This design comes from an exercise in tuning for small area on the open sky130 flow, not from production work. The RTL was checked by simulation tests, not by an equivalence proof against the original design. Power is estimated from default activity; no workload was simulated.

==> design/flow/design.v <==
module mnemonic_device(
    input wire clk,
    input wire reset,
    input wire switch,
    input wire change_but,
    output wire sequence_o,
    output wire sequence_oe
    );
    parameter WIDTH = 16;
    reg [WIDTH-1:0] count_clks;
    reg [5:0] count_regs;
    reg [5:0] sequence_count;    
    reg previous_state;
    reg send_sequence;
    reg sequence_holder;
    function [WIDTH-1:0] cnt_inc;
        input [WIDTH-1:0] s;
        cnt_inc = {s[14:0], s[15] ^ s[13] ^ s[12] ^ s[10] ^ ~|s[14:0]};
    endfunction
    function [WIDTH-1:0] cnt_dec;
        input [WIDTH-1:0] t;
        cnt_dec = {t[0] ^ t[14] ^ t[13] ^ t[11] ^ ~|t[15:1], t[15:1]};
    endfunction
    wire transition = previous_state != change_but;
    wire playing = sequence_count != count_regs;    
    wire seq_zero = sequence_count == 6'd0;
    wire [4:0] addr = switch ? count_regs[4:0] : sequence_count[4:0];
    wire [WIDTH-1:0] mem_q [0:31];
    wire [32*WIDTH-1:0] mem_flat;
    wire [WIDTH-1:0] rd;
    md_rdmux #(.WIDTH(WIDTH)) u_rd (.m(mem_flat), .sel(sel), .y(rd));
    wire rd_nz  = |rd;
    wire rd_gt1 = |rd[WIDTH-1:1];
    wire dec = rd_gt1 | (seq_zero & rd[0]);
    wire [WIDTH-1:0] wdata = switch ? count_clks : cnt_dec(rd);
    wire wen = ~(switch & count_regs[5]);
    wire [31:0] sel = {31'd0, wen} << addr;
    genvar k;
    generate
        for (k = 0; k < 32; k = k + 1) begin : entry
            reg [WIDTH-1:0] q;
            always @(posedge clk)
                if (sel[k]) q <= wdata;
            assign mem_q[k] = q;
            assign mem_flat[k*WIDTH +: WIDTH] = q;
        end
    endgenerate
    always @(posedge clk) begin
        if (reset) begin
            previous_state <= 1'b0;
            count_clks <= {WIDTH{1'b0}};
            count_regs <= 6'd0;
            sequence_count <= 6'd0;
            sequence_holder <= 1'b0;
            send_sequence <= 1'b0;
        end else if (switch) begin
            send_sequence <= 1'b0;
            if (transition) begin
                previous_state <= change_but;
                if (~count_regs[5])
                    count_regs <= count_regs + 1'b1;
                count_clks <= {{(WIDTH-1){1'b0}}, 1'b1};
            end else begin
                count_clks <= cnt_inc(count_clks);
            end
        end else if (playing) begin
            if (~dec) begin
                sequence_count <= sequence_count + 1'b1;
                sequence_holder <= ~sequence_holder;
            end
            if (seq_zero & rd_nz)
                send_sequence <= 1'b1;
        end else begin
            send_sequence <= 1'b0;
            count_regs <= 6'd0;
            sequence_count <= 6'd0;
        end
    end
    assign sequence_o = send_sequence & sequence_holder;
    assign sequence_oe = send_sequence;
endmodule
module md_rdmux #(parameter WIDTH = 16) (
    input wire [32*WIDTH-1:0] m,
    input wire [31:0] sel,
    output wire [WIDTH-1:0] y
    );
    genvar b, g;
    generate
        for (b = 0; b < WIDTH; b = b + 1) begin : col
            wire [10:0] t;       
            for (g = 0; g < 10; g = g + 1) begin : grp
                md_aoi222 u (.a0(m[(3*g)*WIDTH+b]), .s0(sel[3*g]),
                             .a1(m[(3*g+1)*WIDTH+b]), .s1(sel[3*g+1]),
                             .a2(m[(3*g+2)*WIDTH+b]), .s2(sel[3*g+2]),
                             .y(t[g]));
            end
            md_aoi22 u_last (.a0(m[30*WIDTH+b]), .s0(sel[30]),
                             .a1(m[31*WIDTH+b]), .s1(sel[31]), .y(t[10]));
            wire [2:0] p;
            md_nand4 u_n0 (.a(t[0]), .b(t[1]), .c(t[2]), .d(t[3]), .y(p[0]));
            md_nand4 u_n1 (.a(t[4]), .b(t[5]), .c(t[6]), .d(t[7]), .y(p[1]));
            md_nand3 u_n2 (.a(t[8]), .b(t[9]), .c(t[10]), .y(p[2]));
            md_or3 u_o (.a(p[0]), .b(p[1]), .c(p[2]), .y(y[b]));
        end
    endgenerate
endmodule
module md_aoi222 (input wire a0, s0, a1, s1, a2, s2, output wire y);
    assign y = ~((a0 & s0) | (a1 & s1) | (a2 & s2));
endmodule
module md_aoi22 (input wire a0, s0, a1, s1, output wire y);
    assign y = ~((a0 & s0) | (a1 & s1));
endmodule
module md_nand4 (input wire a, b, c, d, output wire y);
    assign y = ~(a & b & c & d);
endmodule
module md_nand3 (input wire a, b, c, output wire y);
    assign y = ~(a & b & c);
endmodule
module md_or3 (input wire a, b, c, output wire y);
    assign y = a | b | c;
endmodule
==> design/flow/flow/run.sh <==
#!/bin/bash
# Own flow: the standard layout (standard.sh, unchanged synthesis), with
# clock tree synthesis set to insert no dummy loads and to cluster more
# flip-flops on each clock buffer. ORFS writes each step's full log under
# orfs/logs/; make's own output goes to standard.log.
set -o pipefail
export CTS_ARGS="-sink_clustering_enable -repair_clock_nets -dont_use_dummy_load -buf_list {sky130_fd_sc_hd__clkbuf_8} -sink_clustering_size 18 -sink_clustering_max_diameter 45"
bash standard.sh > standard.log 2>&1
==> design/flow/standard.sh <==
#!/bin/bash
# synth_recipe.tcl (not shown) runs the flow's synth.tcl, then flattens the netlist and writes it again
# the make line also repeats each setting of config.mk as NAME=value (left out here)
make -C /OpenROAD-flow-scripts/flow DESIGN_CONFIG=/design/flow/config.mk WORK_HOME=/design/flow/orfs CLKGATE_MAP_FILE= SYNTH_SCRIPT=/design/flow/synth_recipe.tcl "${@:-finish}"
==> design/flow/config.mk <==
export PLATFORM = sky130hd
export DESIGN_NAME = mnemonic_device
export DESIGN_NICKNAME = mnemonic_device
export VERILOG_FILES = /design/flow/design.v
export SDC_FILE = /design/flow/constraint.sdc
export NUM_CORES = 4
export LEC_CHECK = 0
export CAP_MARGIN = 20
export CORE_MARGIN = 2
export CORE_UTILIZATION = 65
export GPL_TIMING_DRIVEN = 0
export PLACE_DENSITY = 0.75
export SLEW_MARGIN = 20
export SYNTH_HIERARCHICAL = 1
==> design/flow/constraint.sdc <==
create_clock -name core_clock -period 6.5 [get_ports {clk}]
set_input_delay 1.3000 -clock core_clock [delete_from_list [all_inputs] [get_ports {clk}]]
set_output_delay 1.3000 -clock core_clock [all_outputs]
set_load 0.01 [all_outputs]
==> run summary, run 1 <==
* Gr ovfl total at 0
* Worst-path clk slew at 0.07 ns
* Outcome: no timing/DRC/antenna violations
* Switching power share of the total at 20.2%
* Initial DRC Count at 2019
* Chip width at 178 um
* CTS tree: done
* Min Tclk post-route at 6.24 ns
* Critical R2R Launch: count_regs[0]
* Clock Sink Count at 543
* Gate power share at 4.4%
* Pin count of the biggest net entering global routing at 33
* Post-DP HPWL at 25900 um
* Worst R2R Path Depth at 13
* Unrepaired setup endpoints after global routing: no
* Synth Cell Area at between 15000 and 20000 um^2
* Total track usage at roughly 27%
* Slowest cell on crit path: a31oi_2
* Drt wl/cell at 28.0 um
* Cells after Synth at 1026
* Core area at 29700 um^2
* Fin Clk Skew at 0.0713 ns
* Die area at 31700 um^2
* Syn Nets at 1033
* Max_cap viols at 0
* Initial antenna violation count at 2
* Placed cell area at 21300 um^2
* Top post-synthesis cells by area: edfxtp_1 (78%), a222oi_1 (8.1%), dfxtp_1 (3.2%)
* Routability Congestion at 0.903
* Vias in the first global route at ~10000
* Peak supply drop at ~0.20 mV
* Commonest non-fill, non-tap cell in the layout: edfxtp_1
* Sequential share of the synthesized area at 81.3%
* Worst Hold Class: reg -> reg
* Sequential share of power at 68.2%
* Psw at 0.00115 W
* Reg2reg end: entry[24].q[15]
* Share of layout cells above drive strength 1 at 15.0%
* Routed WL at 42100 um
* Final ANT Viol Nets at 0
* Largest area contributor in the synthesized netlist: edfxtp_1
* DR DRC count at 0
* Crit path kind: in -> reg
* Internal at between 0.004 and 0.005 W
* CP cell instances: clkdlybuf4s50_1 > buf_2 > nor3_1 > a31oi_2 > nor2_4 > buf_16 > a222oi_1 > nand4_1 > or3_1 > nor4_1 > and4_1 > buf_6 > xor2_1 > o21ai_4
* FMAX at 160 MHz
* Max_slew headroom at a little under a quarter
* Post-synthesis cell type count at 51
* Hold Path Depth at 2
* Synth Register Bits at 543
* Via count at 11000
* Worst EP required at 6.73 ns
* Slew Limit Fails at 0
* Most frequent cells in the layout: edfxtp_1 (512), a222oi_1 (160), clkbuf_8 (44)
* Syn Area/Cell at 19.2 um^2
* Startpoint types: primary input
* Fin. Hold Viols at 0
* Finished Cell Area at 22000 um^2
* Die Ht at 178 um
* WHS at between 0.5 and 0.6 ns
* Period utilization at a little over nine tenths
* Ys async rst share at 0%
* Post-synth EDFFs at 512
* Buffers on Ports at 4
* DR pass1 iterations at 10
* Termination of the worst setup path: entry[24].q[15]
* Area growth from synthesis to layout at 11.6%
* CP endpoint kind: register
* Starting Density at 66.2%
* WP data arrival at 6.47 ns
* IO Pins at 6
* Fill cells at 1658
* Clk buf depth at 3
* Final Setup Violations at 0
* CP max FO at 32
* Clk Latency, worst-skew pair at 0.60 ns
* CP peak stage delay at 0.90 ns
* CTS buffer count at between 40 and 50
* Htree depth at 2
* YS warnings at 7
* Post-CTS resize count at 0
* Power Dens Cells at 260 nW/um^2
* Ant diodes at 0
* Worst R2R Setup Slack at around 1.3 ns
* Worst slew pin tran at 1.15 ns
* Rows at 63
* Ys flop type: edfxtp_1
* Synth top area share at 78.2%
* Clock power frac at ~27%
* Nets@finish at approximately 1100
* Global-route wire length before repair at between 60000 and 70000 um
* Leak pwr at 6.84 nW
* Via density at around 7.3
* Root Buffer: clkbuf_8
* Critical path origin: switch
[Yosys stat by module (local to each module, per instance), excerpt]
| module | times used | flops+latches |
|---|---|---|
| md_aoi222 | 160 | 0 |
| mnemonic_device | 1 | 543 |
| md_aoi22 | 16 | 0 |
| md_or3 | 16 | 0 |
| md_nand4 | 32 | 0 |
| md_nand3 | 16 | 0 |
[cell type report]
| type | instances | area [um^2] | area share, % |
|---|---|---|---|
| Timing Repair Buffer | 40 | 913 | 4.16 |
| Buffer | 21 | 131 | 0.598 |
| Tap cell | 390 | 488 | 2.22 |
| Inverter | 9 | 33.8 | 0.154 |
| Sequential cell | 543 | 16000 | 72.8 |
| Multi-Input combinational cell | 453 | 3790 | 17.3 |
| Clock buffer | 44 | 606 | 2.76 |
[sequential cells by signal, indices dropped and copies added, names as in the netlist]
| signal | flops |
|---|---|
| count_clks | 16 |
| count_regs | 6 |
| entry.q | 512 |
| previous_state | 1 |
| send_sequence | 1 |
| sequence_count | 6 |
| sequence_holder | 1 |
[critical path: cells and delay by family]
kind	cells	cell delay [ns]
xor+xnor	1	0.11
compound gates	3	1.95
simple gates	6	1.80
buf+inv	4	1.28
[synthesized netlist by cell type, types with 2 or more instances]
cell type  number
mux2i_1         2
o211ai_1        3
dfxtp_1        31
buf_6           5
nand2_1        21
a22oi_2        16
o21ai_0         9
nor2_1         57
xnor2_1         6
and2_1          3
a222oi_1      160
o32ai_1         4
xor2_1          8
nand3_1        23
inv_1           8
edfxtp_1      512
a22oi_1        18
nor4_1          5
a31oi_1         6
mux2_2         16
buf_2           5
nor3_1          7
a21oi_1        10
nand4_1        35
and3_1          2
ha_1            3
or3_1          20
clkbuf_1        8
[power by group through the flow]
stage | Clock (W) | Combinational [W] | Sequential (W)
2_1_floorplan | 0 | 0.000133 | 0.00396
5_1_grt | 0.00171 | 0.000265 | 0.00389
3_3_place_gp | 0 | 0.000212 | 0.00397
3_5_place_dp | 0 | 0.000241 | 0.00397
4_1_cts | 0.00159 | 0.000241 | 0.00389
6_report | 0.00156 | 0.000251 | 0.00389
[worst min-delay path by stage]
stage,start,endpoint,slack [ns]
floorplan,previous_state,previous_state,0.48
finish,previous_state,previous_state,0.53
global placement,previous_state,previous_state,0.50
detailed placement,previous_state,previous_state,0.52
global route,previous_state,previous_state,0.55
CTS,count_clks[1],count_clks[2],0.50
[cells by family (layout without fill, tap and decap cells)]
logic type	Yosys count	in the layout	synth area share [%]
adder cells (fa/ha/maj)	3	3	0.191
AO/OA/AOI/OAI	235	235	11.2
XOR/XNOR	14	14	0.623
multiplexers	18	18	1.02
flip-flops	543	543	81.3
AND/OR/NAND/NOR	183	183	4.80
buffers and inverters	30	114	0.840
[through the flow]
step	util [%]	setup WS [ns]	instances	total power (W)	TNS, ns
floorplan	-	0.226	1026	0.00410	0
global placement	68.0	-2.91	1420	0.00418	-119.60
detailed placement	71.7	-0.202	1452	0.00421	-6.41
CTS	73.8	0.340	1496	0.00572	0
global route	73.9	0.0341	1500	0.00586	0
finish	73.9	0.257	1500	0.00570	0
[layer usage]
metal | GRT usage, % | part of all wire [%] | wire (um)
met5 | 0 | 0.026 | 11
met4 | 11.0 | 4.0 | 1670
met3 | 3.96 | 8.4 | 3540
met2 | 41.4 | 47 | 19700
met1 | 40.6 | 41 | 17200
[what timing repair did]
item                       in CTS  in global routing
hold buffers                    0                  0
setup buffers                   0                  4
hold endpoints to repair        0                  0
setup endpoints to repair       0                  8
==> run 2: changes to the inputs <==
--- a/design/flow/config.mk
+++ b/design/flow/config.mk
@@ -6,9 +6,9 @@
 export NUM_CORES = 4
 export LEC_CHECK = 0
-export CAP_MARGIN = 20
+export CAP_MARGIN = 10
 export CORE_MARGIN = 2
 export CORE_UTILIZATION = 65
 export GPL_TIMING_DRIVEN = 0
 export PLACE_DENSITY = 0.75
-export SLEW_MARGIN = 20
+export SLEW_MARGIN = 10
 export SYNTH_HIERARCHICAL = 1
==> run 2 against run 1 <==
  * Core utilization down 0.38 points
  * Power about the same
  * Wire length down 1.3%
  * Non-clock buffer count down 5
  * Register-to-register slack better by 0.04 ns
  * Worst hold slack about the same
  * Critical path type unchanged
  * Largest cell class unchanged
  * Largest power group unchanged
  * Highest routed layer is now met4
==> run summary, run 2 <==
* Setup bufs post-CTS at 0 (unchanged)
* Via count at 10900 (-0.59%)
* Power Dens Cells at 261 nW/um^2 (+0.45%)
* Gr ovfl total at 0 (unchanged)
* Post-synthesis cell type count at 51 (unchanged)
* WHS at 0.530 ns (+0.0000670 ns)
* Worst slew pin tran at 1.27 ns (+0.121 ns)
* Slowest cell on crit path: a31oi_2
* Total track usage at 27.0% (-0.24 points)
* WP data arrival at 6.64 ns (+0.17 ns)
* Commonest non-fill, non-tap cell in the layout: edfxtp_1
* Finished Cell Area at 21800 um^2 (-0.52%)
* Sequential share of the synthesized area at 81.3% (unchanged)
* Startpoint types: primary input
* Max_cap viols at 0 (unchanged)
* Post-DP HPWL at 25400 um (-2.1%)
* Chip width at 178 um (unchanged)
* Pin count of the biggest net entering global routing at 33 (unchanged)
* Biggest regs: entry.q: 512 flops, count_clks: 16 flops
* Final ANT Viol Nets at 0 (unchanged)
* Min Tclk post-route at 6.24 ns (-0.00238 ns)
* Max_slew headroom at 14.9% (-8.1 points)
* Fill cells at 1705 (+2.8%)
* Worst Hold Class: reg -> reg
* Ys async rst share at 0% (unchanged)
* Placed cell area at 21200 um^2 (-0.36%)
* Synth Cell Area at 19700 um^2 (unchanged)
* CP max FO at 20 (-38%)
* Number of flip-flops in the largest register at 512 (unchanged)
* Top delay family on crit path: simple AND/OR/NAND/NOR gates
* Post-synth EDFFs at 512 (unchanged)
* Vias in the first global route at 10400 (+0.67%)
* Worst EP required at 6.90 ns (+0.17 ns)
* Worst Path Buf+Inv at 5 (+1)
* CTS buffer count at 44 (unchanged)
* Top cells by count, synth: edfxtp_1 (512), a222oi_1 (160), nor2_1 (57)
* Htree depth at 2 (unchanged)
* Area growth from synthesis to layout at 11.1%
* Synth top area share at 78.2% (unchanged)
* Rows at 63 (unchanged)
* DR pass1 iterations at 8 (-2)
* DR DRC count at 0 (unchanged)
* CP endpoint kind: register
* Crit path kind: in -> reg
* Routed WL at 41500 um (-1.3%)
* Peak supply drop at 0.172 mV (-16%)
* Leak pwr at 6.79 nW (-0.75%)
* Post-CTS resize count at 0 (unchanged)
* Hold buffers post-CTS at 0 (unchanged)
* Most frequent cells in the layout: edfxtp_1 (512), a222oi_1 (160), clkbuf_8 (44)
* CTS tree: done
* Initial DRC Count at 1834 (-9.2%)
* IO Pins at 6 (unchanged)
* Top reg by flops: entry.q
* Syn Nets at 1033 (unchanged)
* Ys flop type: edfxtp_1
* CP cell instances: clkdlybuf4s50_1 > buf_2 > nor3_1 > a31oi_2 > nor2_4 > buf_16 > a222oi_1 > nand4_1 > or3_1 > nor4_1 > and4_1 > buf_6 > xor2_1 > o21ai_2 > buf_8
* Starting Density at 66.2% (unchanged)
* Clk Latency, worst-skew pair at 0.59 ns (about the same)
* Synth Register Bits at 543 (unchanged)
* Worst-path clk slew at 0.08 ns (about the same)
* Global-route wire length before repair at 63600 um (-0.67%)
* Fin. Hold Viols at 0 (unchanged)
* Initial antenna violation count at 1 (-1)
* Pre-CTS setup slack at -0.203 ns (-0.00139 ns)
* Most common cell in the synthesized netlist: edfxtp_1
* Cells after Synth at 1026 (unchanged)
* Fin Clk Skew at 0.0541 ns (-0.0172 ns)
* FMAX at 160 MHz (about the same)
* Syn Area/Cell at 19.2 um^2 (unchanged)
* Slew Limit Fails at 0 (unchanged)
* Root Buffer: clkbuf_8
* Core area at 29700 um^2 (unchanged)
* Setup WS post-layout at 0.259 ns (+0.00238 ns)
* Buffers on Ports at 4 (unchanged)
* Unrepaired setup endpoints after global routing: no
* Period utilization at 96.0% (about the same)
* Die Ht at 178 um (unchanged)
* CP peak stage delay at 0.98 ns (+0.08 ns)
* Share of layout cells above drive strength 1 at 14.6% (-0.38 points)
* Pwr Total at 0.00570 W (about the same)
* Drt wl/cell at 27.7 um (-1.1%)
* Clock Sink Count at 543 (unchanged)
* Nets@finish at 1114 (-0.45%)
* Non-filler instance count after layout at 1496 (-0.27%)
* Via density at 7.32 (-0.32%)
* Final Setup Violations at 0 (unchanged)
* Die area at 31700 um^2 (unchanged)
* Inst Count DP at 1451 (-0.069%)
* Top post-synthesis cells by area: edfxtp_1 (78%), a222oi_1 (8.1%), dfxtp_1 (3.2%)
* Clk buf depth at 3 (unchanged)
* Outcome: no timing/DRC/antenna violations
* Largest area contributor in the synthesized netlist: edfxtp_1
* YS warnings at 7 (unchanged)
* Routability Congestion at 0.903 (unchanged)
==> run 2: final cells by class <==
type	count	area, um^2	share of cell area [%]
Timing Repair Buffer	35	813	3.72
Tap cell	390	488	2.23
Antenna cell	1	2.50	0.0115
Sequential cell	543	16000	73.2
Clock buffer	44	606	2.77
Multi-Input combinational cell	453	3780	17.3
Buffer	21	131	0.601
Inverter	9	33.8	0.155
==> run 2: worst min-delay path, cell delays in order (launching register included) <==
cell     delay [ns]
dfxtp_1        0.35
mux2i_1        0.07
nor2_1         0.08
==> run 2: path summary, 6_finish.rpt <==
kind / start / end / slack, ns / cells after the start
min reg2reg: previous_state / previous_state / 0.53 / 2
max: switch / entry[27].q[15] / 0.26 / 15
min: previous_state / previous_state / 0.53 / 2
max reg2reg: sequence_count[0] / entry[27].q[15] / 1.33 / 14
==> run 2: cells by family (layout without fill, tap and decap cells) <==
group / Yosys count / count (layout) / synth area share (%)
XOR/XNOR: 14 / 14 / 0.623
adder cells (fa/ha/maj): 3 / 3 / 0.191
multiplexers: 18 / 18 / 1.02
AND/OR/NAND/NOR: 183 / 183 / 4.80
flip-flops: 543 / 543 / 81.3
other: 0 / 1 / 0
AO/OA/AOI/OAI: 235 / 235 / 11.2
buffers and inverters: 30 / 109 / 0.840
==> run 2: report_power, final <==
group | internal (W) | leakage (nW) | switching (W)
logic | 0.0000621 | 1.48 | 0.000184
registers | 0.00388 | 4.99 | 0.00000674
clock network | 0.000607 | 0.316 | 0.000955
total | 0.00455 | 6.79 | 0.00115
==> run 2: metal layers <==
layer | track usage, % | up-vias | wire (um) | part of all wire [%]
met5 | 0 | - | 0 | 0
met3 | 3.51 | 77 | 3490 | 8.4
met4 | 9.49 | 0 | 1160 | 2.8
li1 | - | 4693 | - | -
met2 | 41.7 | 612 | 19700 | 48
met1 | 40.6 | 5563 | 17100 | 41
==> run 2: per-module statistics from Yosys, one instance, submodules excluded, a selection <==
module,flip-flops and latches,copies in the design,cells,area (um^2)
md_aoi22,0,16,1,12.5
md_aoi222,0,160,1,10.0
md_nand3,0,16,1,5.00
md_nand4,0,32,1,6.26
md_or3,0,16,1,6.26
mnemonic_device,543,1,786,17500
==> run 2: through the flow <==
step | setup TNS (ns) | utilization [%]
CTS | 0 | 73.5
global route | 0 | 73.5
global placement | -119.60 | 68.0
finish | 0 | 73.5
detailed placement | -4.89 | 71.5
floorplan | 0 | -
==> run 3: changes to the inputs <==
==> design/flow/flow/run.sh (replaced) <==
#!/bin/bash
# Own flow: the standard layout (standard.sh, unchanged synthesis), with
# clock tree synthesis set to insert no dummy loads and to cluster more
# flip-flops on each clock buffer. ORFS writes each step's full log under
# orfs/logs/; make's own output goes to standard.log.
set -o pipefail
export CTS_ARGS="-sink_clustering_enable -repair_clock_nets -dont_use_dummy_load -buf_list {sky130_fd_sc_hd__clkbuf_16} -sink_clustering_size 30 -sink_clustering_max_diameter 60"
bash standard.sh > standard.log 2>&1
--- a/design/flow/config.mk
+++ b/design/flow/config.mk
@@ -6,9 +6,8 @@
 export NUM_CORES = 4
 export LEC_CHECK = 0
-export CAP_MARGIN = 10
+export CAP_MARGIN = 20
 export CORE_MARGIN = 2
 export CORE_UTILIZATION = 65
-export GPL_TIMING_DRIVEN = 0
 export PLACE_DENSITY = 0.75
-export SLEW_MARGIN = 10
+export SLEW_MARGIN = 20
 export SYNTH_HIERARCHICAL = 1
==> run 3 against run 2 <==
  * Sequential share of layout area up 1.1 points
  * Setup slack better by 1.0 ns
  * Critical endpoint is now entry[28].q[15]
  * Highest routed layer unchanged
  * Wire length down 2.6%
  * Largest cell class unchanged
  * Still clean on timing, DRC and antenna
  * First-iteration DRC count up 7.7%
  * Design area down 1.4%
  * Critical path depth unchanged
==> run summary, run 3 <==
* Outcome: no timing/DRC/antenna violations
* CP cell instances: buf_2 > buf_4 > nor2_1 > a22oi_1 > buf_4 > nor2_2 > buf_4 > buf_4 > a222oi_1 > nand4_1 > or3_1 > nor4_1 > and4_1 > xor2_1 > o21ai_4
* Synth Register Bits at 543 (unchanged)
* Internal at 0.00472 W (+3.8%)
* Min Tclk post-route at 5.23 ns (-1.01 ns)
* Slowest cell on crit path: o21ai_4
* Sequential share of the synthesized area at 81.3% (unchanged)
* Startpoint types: primary input
* Setup bufs post-CTS at 0 (unchanged)
* Final ANT Viol Nets at 0 (unchanged)
* Worst Hold Class: reg -> reg
* Cells after Synth at 1026 (unchanged)
* Pwr Total at 0.00585 W (+2.8%)
* Post-DP HPWL at 23700 um (-6.6%)
* Biggest regs: entry.q: 512 flops, count_clks: 16 flops
* Number of flip-flops in the largest register at 512 (unchanged)
* Post-synthesis cell type count at 51 (unchanged)
* DR pass1 iterations at 10 (+2)
* Sequential share of power at 66.4% (-1.9 points)
* DR DRC count at 0 (unchanged)
* Syn Nets at 1033 (unchanged)
* Gate power share at 3.6% (-0.7 points)
* CP endpoint kind: register
* Nets@finish at 1102 (-1.1%)
* Syn Area/Cell at 19.2 um^2 (unchanged)
* CP peak stage delay at 0.57 ns (-0.41 ns)
* Htree depth at 1 (-1)
* Most frequent cells in the layout: edfxtp_1 (512), a222oi_1 (160), buf_4 (36)
* Vias in the first global route at 10200 (-1.8%)
* TNS Setup at 0 ns (unchanged)
* FMAX at 191 MHz (+19%)
* Clk Latency, worst-skew pair at 0.59 ns (about the same)
* Die Ht at 178 um (unchanged)
* Synth top area share at 78.2% (unchanged)
* CTS buffer count at 29 (-34%)
* Pin count of the biggest net entering global routing at 35 (+6.1%)
* CTS tree: done
* Ys async rst share at 0% (unchanged)
* Period utilization at 80.5% (-15 points)
* Ys flop type: edfxtp_1
* CP most frequent cell: buf_4
* Routed WL at 40400 um (-2.6%)
* Worst EP required at 6.77 ns (-0.13 ns)
* Initial DRC Count at 1976 (+7.7%)
* IO Pins at 6 (unchanged)
* Drt wl/cell at 27.3 um (-1.7%)
* Buffers on Ports at 5 (+1)
* Worst-path clk slew at 0.07 ns (about the same)
* YS warnings at 7 (unchanged)
* Commonest non-fill, non-tap cell in the layout: edfxtp_1
* Die area at 31700 um^2 (unchanged)
* Fin Clk Skew at 0.0512 ns (-0.00292 ns)
* Final Setup Violations at 0 (unchanged)
* Max_cap viols at 0 (unchanged)
* Area of the multi-input gates at 3620 um^2 (-4.2%)
* Top delay family on crit path: simple AND/OR/NAND/NOR gates
* Top post-synthesis cells by area: edfxtp_1 (78%), a222oi_1 (8.1%), dfxtp_1 (3.2%)
* Chip width at 178 um (unchanged)
* Unrepaired setup endpoints after global routing: no
* Total track usage at 26.0% (-1.0 points)
* Leak pwr at 6.76 nW (-0.39%)
* Initial antenna violation count at 0 (-1)
* Clk buf depth at 3 (unchanged)
* Starting Density at 66.2% (unchanged)
* Share of layout cells above drive strength 1 at 14.2% (-0.39 points)
* Hold buffers post-CTS at 0 (unchanged)
* Clock Sink Count at 543 (unchanged)
* Register Area at 16000 um^2 (unchanged)
* Via density at 7.34 (+0.29%)
* Slew Limit Fails at 0 (unchanged)
* Post-synth EDFFs at 512 (unchanged)
* Routability Congestion at 0.881 (-2.4%)
* Core area at 29700 um^2 (unchanged)
* WP data arrival at 5.50 ns (-1.14 ns)
* Power Dens Cells at 272 nW/um^2 (+4.3%)
* Crit path kind: in -> reg
* Area growth from synthesis to layout at 9.48%
* Top cells by count, synth: edfxtp_1 (512), a222oi_1 (160), nor2_1 (57)
* Gr ovfl total at 0 (unchanged)
* Root Buffer: clkbuf_16
* Top reg by flops: entry.q
* Largest area contributor in the synthesized netlist: edfxtp_1
* Max_slew headroom at 33.2% (+18 points)
* Switching power share of the total at 19.3% (-0.79 points)
* Clock power frac at 29.9% (+2.5 points)
* Synth Cell Area at 19700 um^2 (unchanged)
* Peak supply drop at 0.212 mV (+24%)
* Post-CTS resize count at 0 (unchanged)
* Non-filler instance count after layout at 1483 (-0.87%)
* Layout Utilization at 72.5% (-1.0 points)
* Ant diodes at 0 (-1)
* Psw at 0.00113 W (-1.3%)
* Fill cells at 1763 (+3.4%)
* Via count at 10900 (-0.58%)
* Rows at 63 (unchanged)
* Global-route wire length before repair at 61500 um (-3.2%)
* Setup WS post-layout at 1.27 ns (+1.01 ns)
* Pre-CTS setup slack at 0.588 ns (+0.791 ns)
* Worst Path Buf+Inv at 5 (unchanged)
* Inst Count DP at 1454 (+0.21%)
* CP max FO at 32 (+60%)
* Worst slew pin tran at 0.999 ns (-0.273 ns)
* Fin. Hold Viols at 0 (unchanged)
* Most common cell in the synthesized netlist: edfxtp_1
[run 3: cell counts after synthesis]
Identical to the previous run, type by type.
[run 3: per-layer routing]
| metal | track usage, % | share of wire (%) | vias to the layer above |
|---|---|---|---|
| met2 | 40.9 | 47 | 591 |
| met1 | 37.9 | 41 | 5553 |
| met3 | 4.43 | 9.1 | 74 |
| met4 | 8.40 | 3.2 | 0 |
| li1 | - | - | 4663 |
| met5 | 0 | 0 | - |
[run 3: final cells by class]
cell class	count	area share, %
clock buffers	29	3.37
inverters	9	0.157
multi-input cells	453	16.8
flip-flops and latches	543	74.3
well taps	390	2.27
repair buffers	59	3.14
[run 3: tightest hold or removal path, cell delays in order (launching register included)]
cell and delay, ns:
dfxtp_1 0.35, mux2i_1 0.07, nor2_1 0.07
[run 3: worst paths after layout]
| kind | start | to | slack [ns] | cells past startpoint |
|---|---|---|---|---|
| setup reg to reg | sequence_count[3] | entry[28].q[15] | 1.97 | 12 |
| hold / removal | previous_state | previous_state | 0.52 | 2 |
| hold reg to reg | previous_state | previous_state | 0.52 | 2 |
| setup / recovery | switch | entry[28].q[15] | 1.27 | 15 |
[run 3: metrics by stage]
stage	cell area, um^2	hold WS [ns]
after global routing	21500	0.546
after CTS	21500	0.529
after floorplan	19700	0.482
after detailed placement	20800	0.508
after global placement	20800	0.496
final	21500	0.522
[run 3: cell families after synthesis]
family                   count (synthesis)  synth area share (%)
AO/OA/AOI/OAI                          235                  11.2
XOR/XNOR                                14                 0.623
adder cells (fa/ha/maj)                  3                 0.191
buffers and inverters                   30                 0.840
flip-flops                             543                  81.3
multiplexers                            18                  1.02
AND/OR/NAND/NOR                        183                  4.80
[run 3: power groups by stage]
stage	Clock [W]	Combinational, W	Sequential (W)
finish	0.00175	0.000213	0.00389
global route	0.00189	0.000229	0.00389
CTS	0.00178	0.000208	0.00389
detailed placement	0	0.000208	0.00397
global placement	0	0.000201	0.00397
floorplan	0	0.000133	0.00396
[run 3: Yosys stat by module, one instance, submodules excluded, a selection]
module,flops+latches,area (um^2),times used
mnemonic_device,543,17500,1
md_aoi22,0,12.5,16
md_aoi222,0,10.0,160
md_nand4,0,6.26,32
md_or3,0,6.26,16
md_nand3,0,5.00,16
==> run 4: changes to the inputs <==
==> design/flow/flow/run.sh (replaced) <==
#!/bin/bash
# Own flow: the standard layout (standard.sh, unchanged synthesis), with
#  - clock tree synthesis set to insert no dummy loads and to cluster more
#    flip-flops on each clock buffer;
#  - a hook before the post-placement repair that sizes up the drivers of
#    nets with many loads (upsize.tcl).
# ORFS writes each step's full log under orfs/logs/; make's output goes to
# standard.log.
set -o pipefail
here=$(cd "$(dirname "$0")" && pwd)
export CTS_ARGS="-sink_clustering_enable -repair_clock_nets -dont_use_dummy_load -buf_list {sky130_fd_sc_hd__clkbuf_8} -sink_clustering_size 18 -sink_clustering_max_diameter 45"
export PRE_RESIZE_TCL="$here/upsize.tcl"
bash standard.sh > standard.log 2>&1
==> design/flow/flow/upsize.tcl (new file) <==
# Before repair_design: give the drivers of nets with many loads a stronger
# cell of the same function, so that repair_design does not split those nets
# with large buffers.
set db [ord::get_db]
set block [ord::get_db_block]
set n 0
foreach net [$block getNets] {
  if {[$net getSigType] ne "SIGNAL"} continue
  set loads 0
  set drv ""
  foreach it [$net getITerms] {
    if {[$it isOutputSignal]} {
      set drv $it
    } elseif {[$it isInputSignal]} {
      incr loads
    }
  }
  if {$drv eq "" || $loads < 12} continue
  set inst [$drv getInst]
  set m [[$inst getMaster] getName]
  if {![regexp {^sky130_fd_sc_hd__([a-z0-9]+)_([0-9]+)$} $m -> base sz]} continue
  if {[regexp {^(df|edf|sdf|dl|clk|conb)} $base]} continue
  set want [expr {$loads >= 20 ? 4 : 2}]
  foreach cand [list $want 4 2] {
    if {$cand <= $sz} continue
    set nm sky130_fd_sc_hd__${base}_$cand
    if {[$db findMaster $nm] ne "NULL"} {
      replace_cell [$inst getName] $nm
      incr n
      break
    }
  }
}
puts "upsize.tcl: upsized $n drivers"
--- a/design/flow/config.mk
+++ b/design/flow/config.mk
@@ -9,4 +9,5 @@
 export CORE_MARGIN = 2
 export CORE_UTILIZATION = 65
+export GPL_TIMING_DRIVEN = 0
 export PLACE_DENSITY = 0.75
 export SLEW_MARGIN = 20
==> run 4 against run 3 <==
  * Power shrank 2.7%
  * Largest power group unchanged
  * Wire length grew 0.57%
  * Final cell count shrank 0.81%
  * Clock skew shrank 0.0053 ns
  * Clock-buffer cell count grew 15
  * Non-clock buffer count shrank 28
  * Maximum frequency shrank 12%
  * Still clean on timing, DRC and antenna
==> run summary, run 4 <==
* WHS at 0.530 ns (+0.00820 ns)
* Buffers on Ports at 4 (-1)
* Ys flop type: edfxtp_1
* Biggest regs: entry.q: 512 flops, count_clks: 16 flops
* WP data arrival at 6.20 ns (+0.70 ns)
* Synth top area share at 78.2% (unchanged)
* Top reg by flops: entry.q
* Max_cap viols at 0 (unchanged)
* Worst-path clk slew at 0.07 ns (about the same)
* Clock power frac at 27.5% (-2.4 points)
* Pin count of the biggest net entering global routing at 33 (-5.7%)
* Starting Density at 66.2% (unchanged)
* Most common cell in the synthesized netlist: edfxtp_1
* Vias in the first global route at 10300 (+0.37%)
* Clk Latency, worst-skew pair at 0.58 ns (about the same)
* CP endpoint kind: register
* Setup bufs post-CTS at 0 (unchanged)
* Outcome: no timing/DRC/antenna violations
* Area of the multi-input gates at 3840 um^2 (+6.2%)
* Slew Limit Fails at 0 (unchanged)
* Worst EP required at 6.72 ns (-0.05 ns)
* Final Setup Violations at 0 (unchanged)
* Syn Area/Cell at 19.2 um^2 (unchanged)
* Gr ovfl total at 0 (unchanged)
* Setup WS post-layout at 0.527 ns (-0.739 ns)
* CTS tree: done
* Hold buffers post-CTS at 0 (unchanged)
* Sequential share of the synthesized area at 81.3% (unchanged)
* Synth Register Bits at 543 (unchanged)
* Synth Cell Area at 19700 um^2 (unchanged)
* Fill cells at 1788 (+1.4%)
* Gate power share at 4.3% (+0.7 points)
* Clk buf depth at 3 (unchanged)
* Worst slew pin tran at 1.02 ns (+0.0182 ns)
* Top post-synthesis cells by area: edfxtp_1 (78%), a222oi_1 (8.1%), dfxtp_1 (3.2%)
* Number of flip-flops in the largest register at 512 (unchanged)
* Ys async rst share at 0% (unchanged)
* Area growth from synthesis to layout at 7.91%
* Via count at 10600 (-2.2%)
* Min Tclk post-route at 5.97 ns (+0.739 ns)
* Via density at 7.23 (-1.4%)
* Commonest non-fill, non-tap cell in the layout: edfxtp_1
* Die Ht at 178 um (unchanged)
* Worst Hold Class: reg -> reg
* Routability Congestion at 0.903 (+2.5%)
* Htree depth at 2 (+1)
* Fin. Hold Viols at 0 (unchanged)
* Internal at 0.00455 W (-3.7%)
* Leak pwr at 6.55 nW (-3.1%)
* Largest area contributor in the synthesized netlist: edfxtp_1
* Post-synth EDFFs at 512 (unchanged)
* Root Buffer: clkbuf_8
* CP max FO at 32 (unchanged)
* Period utilization at 91.9% (+11 points)
* YS warnings at 7 (unchanged)
* Final ANT Viol Nets at 0 (unchanged)
* Unrepaired setup endpoints after global routing: no
* Routed WL at 40700 um (+0.57%)
* Global-route wire length before repair at 61700 um (+0.29%)
* DR pass1 iterations at 14 (+4)
* Total track usage at 26.1% (+0.12 points)
* Peak supply drop at 0.191 mV (-10%)
* Register Area at 16000 um^2 (unchanged)
* Die area at 31700 um^2 (unchanged)
* Switching power share of the total at 20.2% (+0.85 points)
* Share of layout cells above drive strength 1 at 12.6% (-1.6 points)
* FMAX at 167 MHz (-12%)
* Psw at 0.00115 W (+1.6%)
* Cells after Synth at 1026 (unchanged)
* Rows at 63 (unchanged)
* Max_slew headroom at 32.0% (-1.2 points)
* Post-DP HPWL at 22800 um (-3.7%)
* Syn Nets at 1033 (unchanged)
* Crit path kind: in -> reg
* Core area at 29700 um^2 (unchanged)
* Clock Sink Count at 543 (unchanged)
* Drt wl/cell at 27.6 um (+1.4%)
* Power Dens Cells at 268 nW/um^2 (-1.3%)
* Post-CTS resize count at 0 (unchanged)
* Startpoint types: primary input
* Nets@finish at 1089 (-1.2%)
* Most frequent cells in the layout: edfxtp_1 (512), a222oi_1 (160), clkbuf_8 (44)
* Sequential share of power at 68.2% (+1.8 points)
* Initial DRC Count at 1810 (-8.4%)
* IO Pins at 6 (unchanged)
* Fin Clk Skew at 0.0458 ns (-0.00533 ns)
* Post-synthesis cell type count at 51 (unchanged)
* DR DRC count at 0 (unchanged)
* Top cells by count, synth: edfxtp_1 (512), a222oi_1 (160), nor2_1 (57)
* Pre-CTS setup slack at 0.188 ns (-0.401 ns)
* Initial antenna violation count at 0 (unchanged)
* Chip width at 178 um (unchanged)
* CTS buffer count at 44 (+52%)
## run 4: cell counts after synthesis
No cell type changed its count.
## run 4: cells by family (layout without fill, tap and decap cells)
| logic type | count (synthesis) | in the layout | share of synthesized area (%) |
|---|---|---|---|
| AND/OR/NAND/NOR | 183 | 183 | 4.80 |
| flip-flops | 543 | 543 | 81.3 |
| multiplexers | 18 | 18 | 1.02 |
| buffers and inverters | 30 | 84 | 0.840 |
| AO/OA/AOI/OAI | 235 | 235 | 11.2 |
| adder cells (fa/ha/maj) | 3 | 3 | 0.191 |
| other | 0 | 1 | 0 |
| XOR/XNOR | 14 | 14 | 0.623 |
## run 4: cell type report
cell class              count  area share [%]
flip-flops and latches    543            75.4
multi-input cells         453            18.1
inverters                   9           0.159
plain buffers              21           0.619
repair buffers             10           0.607
well taps                 390            2.30
diodes                      1          0.0118
clock buffers              44            2.85
## run 4: power by group through the flow
stage | combinational [W] | clock, W | sequential, W
global placement | 0.000212 | 0 | 0.00397
CTS | 0.000241 | 0.00159 | 0.00389
finish | 0.000244 | 0.00157 | 0.00389
detailed placement | 0.000240 | 0 | 0.00397
floorplan | 0.000133 | 0 | 0.00396
global route | 0.000259 | 0.00172 | 0.00389
## run 4: final timing paths
check             depth (start not counted)        endpoint            from  slack, ns
setup reg to reg                         13  entry[5].q[15]   count_regs[5]       1.59
hold / removal                            2  previous_state  previous_state       0.53
setup / recovery                         14  entry[5].q[15]          switch       0.53
hold reg to reg                           2  previous_state  previous_state       0.53
## run 4: worst max-delay path: stages
cell	delay [ns]
clkdlybuf4s50_1	0.57
buf_2	0.31
nor3_1	0.11
a31oi_2	0.58
buf_6	0.25
nor2_4	0.17
a222oi_1	0.49
nand4_1	0.23
or3_1	0.49
nor4_1	0.42
and4_1	0.28
buf_6	0.14
xor2_1	0.11
o21ai_4	0.71
## run 4: layer usage
layer	routed length, um	vias to the layer above	GRT usage, %	part of all wire [%]
met3	3620	76	4.18	8.9
met2	18700	506	39.5	46
met1	17000	5422	39.3	42
met5	0	-	0	0
met4	1370	0	9.70	3.4
li1	-	4636	-	-
## run 4: through the flow
step / std cells / setup TNS [ns] / util (%) / total power, W / cell area [um^2]
3_3_place_gp: 1420 / -119.60 / 68.0 / 0.00418 / 20200
5_1_grt: 1470 / 0 / 71.4 / 0.00586 / 21200
6_report: 1471 / 0 / 71.4 / 0.00570 / 21200
4_1_cts: 1469 / 0 / 71.4 / 0.00572 / 21200
2_1_floorplan: 1026 / 0 / - / 0.00410 / 19700
3_5_place_dp: 1425 / 0 / 69.3 / 0.00421 / 20600
## run 4: modules after synthesis, one instance, submodules excluded, a selection
module / cells / flops+latches / times used / area, um^2
md_nand3: 1 / 0 / 16 / 5.00
md_or3: 1 / 0 / 16 / 6.26
md_aoi222: 1 / 0 / 160 / 10.0
md_aoi22: 1 / 0 / 16 / 12.5
md_nand4: 1 / 0 / 32 / 6.26
mnemonic_device: 786 / 543 / 1 / 17500

## port drivers added, routing unchanged
The flow's constraints put no driver on any port. The routed layouts listed below were extracted and timed again, unchanged, in two steps. Step 1: set_driving_cell puts a clkbuf_16 on clk and a buf_2 on each other input, an assumption about the parent block. Step 2, shift: input delay + t, output delay - t, t = (earliest + latest rising clock arrival at the registers) / 2. This alone moves slack from input paths to output paths. Slacks: ideal / step 1 / step 2; pairs: ideal / step 1.
run | t, ns | setup slack, ns | worst setup path after step 2
run 1 | 0.621 | 0.257 / 0.284 / -0.337 | input to register
run 2 | 0.609 | 0.259 / 0.281 / -0.328 | input to register
run 3 | 0.613 | 1.266 / 1.287 / 0.675 | input to register
run 4 | 0.611 | 0.527 / 0.553 / -0.058 | input to register
Met with ideal ports but missed after step 2: setup timing in run 1, run 2 and run 4. The setup slack of run 1, which loses most, moves by +0.027 ns with the drivers and by -0.594 ns with both steps.
